Background: an optimization exercise with open tools, aiming at small area and a short achievable clock period. Do not read the settings as production practice. No activity file was given, so power comes from the tool's default toggle rates.

== the previous run ==
==> module L1_cache, before the edit <==
module L1_cache #(
    parameter CTID = 0)
    (
    input logic clock,
    input logic reset,
    input logic [31:0] PCF,                  
    input logic [31:0] addr_rst,             
    input logic [1:0] tid_fetch,             
    input logic [31:0] br_target,            
    input logic [1:0] tid_br,                
    input logic [31:0] l2addr,               
    input logic [1:0] l2_tid,                
    input logic [127:0] l2_line,             
    input logic l2_valid_rsp,                
    output logic br_req,                     
    output logic req_spec,                   
    output logic req_refill,                 
    output logic [31:0] instr                
    );
    logic         active;       
    logic [27:0]  tag;          
    logic [127:0] data;         
    logic         rst_q;        
    genvar gi;
    logic         tid_ok;       
    assign tid_ok = (l2_tid == CTID);
    logic [3:0]   fill_w, fill_wn;
    logic [127:0] blk;          
    generate
        for (gi = 0; gi < 4; gi++) begin : g_fill
            L1_fdec u_fdec (.valid(l2_valid_rsp), .tid_ok(tid_ok), .clr(rst_q), .f(fill_w[gi]), .fn(fill_wn[gi]));
        end
        for (gi = 0; gi < 128; gi++) begin : g_blk
            L1_sel2 u_blk (.s(fill_w[gi/32]), .sn(fill_wn[gi/32]), .a(l2_line[gi]), .b(data[gi]), .y(blk[gi]));
        end
    endgenerate
    logic fill, tload, thold;
    L1_fdec u_fdec_t (.valid(l2_valid_rsp), .tid_ok(tid_ok), .clr(reset), .f(fill), .fn(thold));
    assign tload = fill & ~reset;
    logic [27:0] tag_d;
    generate
        for (gi = 0; gi < 28; gi++) begin : g_tag
            L1_sel2 u_tag (.s(tload), .sn(thold), .a(l2addr[gi+4]), .b(tag[gi]), .y(tag_d[gi]));
        end
    endgenerate
    logic [6:0] ne_p, ne_b;
    generate
        for (gi = 0; gi < 7; gi++) begin : g_cmp
            L1_ne4 u_nep (.a(PCF[4*gi+7 -: 4]), .t(tag[4*gi+3 -: 4]), .ne(ne_p[gi]));
            L1_ne4 u_neb (.a(br_target[4*gi+7 -: 4]), .t(tag[4*gi+3 -: 4]), .ne(ne_b[gi]));
        end
    endgenerate
    logic miss_p;
    assign miss_p = |ne_p;
    logic hn;
    assign hn = ~(active & ~miss_p);
    logic [3:0] wsel;
    assign wsel[3] = (PCF[3:0] == 4'hc);
    assign wsel[2] = (PCF[3:0] == 4'h8);
    assign wsel[1] = (PCF[3:0] == 4'h4);
    assign wsel[0] = ~(wsel[3] | wsel[2] | wsel[1]);
    generate
        for (gi = 0; gi < 32; gi++) begin : g_out
            L1_word u_out (.s(wsel), .d({blk[96+gi], blk[64+gi], blk[32+gi], blk[gi]}), .hn(hn), .y(instr[gi]));
        end
    endgenerate
    assign req_spec   = active & ~miss_p & wsel[3];
    assign req_refill = active & miss_p;
    assign br_req     = ~active & (tid_br == CTID) & (|ne_b);
    always_ff @(posedge clock) begin
        active <= (tid_fetch == CTID);
        data   <= blk;
        tag    <= tag_d;
        rst_q  <= reset;
    end
endmodule
==> module L1_ne4, before the edit <==
module L1_ne4 (input logic [3:0] a, input logic [3:0] t, output logic ne);
    assign ne = |(a ^ t);
endmodule
==> module L1_word, before the edit <==
module L1_word (input logic [3:0] s, input logic [3:0] d, input logic hn, output logic y);
    assign y = ~hn & (|(s & d));
endmodule
clock: 6.0 ns
lec_check: 0
cap_margin: 20
core_margin: 2
core_utilization: 40
cts_buf_list: sky130_fd_sc_hd__clkbuf_4 sky130_fd_sc_hd__clkbuf_8
setup_slack_margin: 3.0
slew_margin: 20
synth_hierarchical: 1
standard.sh (not shown) runs the stock make flow with config.mk's settings and CLKGATE_MAP_FILE= SYNTH_SCRIPT=/design/flow/synth_recipe.tcl, a recipe that flattens the netlist after the stock synthesis.
==> flow/flow/run.sh <==
#!/bin/bash
# Standard ORFS layout; the only change is that port buffers use the smallest buffer cell.
set -euo pipefail
export BUFFER_PORTS_ARGS="-buffer_cell sky130_fd_sc_hd__buf_1"
bash standard.sh > standard_flow.log 2>&1
Inputs modified between the previous run and the current run:
==> flow/design.v <==
module L1_cache #(
    parameter CTID = 0)
    (
    input logic clock,
    input logic reset,
    input logic [31:0] PCF,                  
    input logic [31:0] addr_rst,             
    input logic [1:0] tid_fetch,             
    input logic [31:0] br_target,            
    input logic [1:0] tid_br,                
    input logic [31:0] l2addr,               
    input logic [1:0] l2_tid,                
    input logic [127:0] l2_line,             
    input logic l2_valid_rsp,                
    output logic br_req,                     
    output logic req_spec,                   
    output logic req_refill,                 
    output logic [31:0] instr                
    );
    localparam integer NF = 8;    
    localparam integer NH = 4;    
    logic         active;       
    logic [27:0]  tag;          
    logic [127:0] data;         
    logic         rst_q;        
    genvar gi;
    logic          tid_ok;      
    assign tid_ok = (l2_tid == CTID);
    logic [NF-1:0] fill_c, fill_cn;
    logic [127:0]  blk;         
    generate
        for (gi = 0; gi < NF; gi++) begin : g_fill
            L1_fdec u_fdec (.valid(l2_valid_rsp), .tid_ok(tid_ok), .clr(rst_q), .f(fill_c[gi]), .fn(fill_cn[gi]));
        end
        for (gi = 0; gi < 128; gi++) begin : g_blk
            L1_sel2 u_blk (.s(fill_c[gi/(128/NF)]), .sn(fill_cn[gi/(128/NF)]), .a(l2_line[gi]), .b(data[gi]), .y(blk[gi]));
        end
    endgenerate
    logic fill, fill_n, tload, thold;
    L1_fdec u_fdec_t (.valid(l2_valid_rsp), .tid_ok(tid_ok), .clr(1'b0), .f(fill), .fn(fill_n));
    assign tload = fill & ~reset;
    assign thold = fill_n & ~reset;
    logic [27:0] tag_d;
    generate
        for (gi = 0; gi < 28; gi++) begin : g_tag
            L1_sel2 u_tag (.s(tload), .sn(thold), .a(l2addr[gi+4]), .b(tag[gi]), .y(tag_d[gi]));
        end
    endgenerate
    logic [6:0] eq_p, eq_b;
    generate
        for (gi = 0; gi < 7; gi++) begin : g_cmp
            L1_eq4 u_eqp (.a(PCF[4*gi+7 -: 4]), .t(tag[4*gi+3 -: 4]), .eq(eq_p[gi]));
            L1_eq4 u_eqb (.a(br_target[4*gi+7 -: 4]), .t(tag[4*gi+3 -: 4]), .eq(eq_b[gi]));
        end
    endgenerate
    logic [NH-1:0] hna, hnb;
    generate
        for (gi = 0; gi < NH; gi++) begin : g_hit
            L1_nand4 u_hna (.a(eq_p[3:0]), .y(hna[gi]));
            L1_nand4 u_hnb (.a({active, eq_p[6:4]}), .y(hnb[gi]));
        end
    endgenerate
    logic [3:0] wsel;
    assign wsel[3] = (PCF[3:0] == 4'hc);
    assign wsel[2] = (PCF[3:0] == 4'h8);
    assign wsel[1] = (PCF[3:0] == 4'h4);
    assign wsel[0] = ~(wsel[3] | wsel[2] | wsel[1]);
    generate
        for (gi = 0; gi < 32; gi++) begin : g_out
            L1_word u_out (.s(wsel), .d({blk[96+gi], blk[64+gi], blk[32+gi], blk[gi]}),
                           .hna(hna[gi/(32/NH)]), .hnb(hnb[gi/(32/NH)]), .y(instr[gi]));
        end
    endgenerate
    logic hit_p;
    assign hit_p      = &eq_p;
    assign req_spec   = active & hit_p & wsel[3];
    assign req_refill = active & ~hit_p;
    assign br_req     = ~active & (tid_br == CTID) & ~(&eq_b);
    always_ff @(posedge clock) begin
        active <= (tid_fetch == CTID);
        data   <= blk;
        tag    <= tag_d;
        rst_q  <= reset;
    end
endmodule
module L1_fdec (input logic valid, input logic tid_ok, input logic clr, output logic f, output logic fn);
    assign f  = valid & tid_ok;
    assign fn = ~((valid & tid_ok) | clr);
endmodule
module L1_sel2 (input logic s, input logic sn, input logic a, input logic b, output logic y);
    assign y = (s & a) | (sn & b);
endmodule
module L1_eq4 (input logic [3:0] a, input logic [3:0] t, output logic eq);
    assign eq = (a == t);
endmodule
module L1_nand4 (input logic [3:0] a, output logic y);
    assign y = ~(&a);
endmodule
module L1_word (input logic [3:0] s, input logic [3:0] d, input logic hna, input logic hnb, output logic y);
    assign y = ~(hna | hnb) & (|(s & d));
endmodule
==> comparison <==
Total number of vias: lower on the previous run
The current run against the previous run: worst setup slack up 0.087 ns, post-route fraction of the period consumed by the critical path down 1.4 points.
Between the current run and the previous run, the worst setup skew after layout does not differ in any meaningful way.
The current run has area fraction in compound gates after synthesis above what the previous run had.
Diff the previous run -> the current run: switching power went up by 21 uW; die area went up by about 7%.
Function was not checked in any run of this note: the RTL went through the layout flow alone.

static timing again, ports no longer ideal:
The flow's constraints put no driver on any port. The routed layouts listed below were extracted and timed again, unchanged, in two steps. Step 1, drivers: a clkbuf_16 drives clock and a buf_2 each remaining input, both assumed. Step 2 also shifts input and output timing later by t, the mid clock arrival at the registers, as if the neighbouring blocks saw the same clock. Slacks: ideal ports / drivers / drivers and shift; pairs: ideal ports / drivers.
run | shift t [ns] | setup slack, ns | worst register clock-pin slew, ns | cell pins on the clock port's net
the previous run | 0.482 | 2.076 / 2.037 / 2.037 | 0.09 / 0.09 | 1
the current run | 0.480 | 2.162 / 2.130 / 2.130 | 0.10 / 0.10 | 1
After both steps every run listed still meets setup and hold. The setup slack of the previous run, which loses most, moves by -0.039 ns with the drivers and by -0.039 ns with both steps.
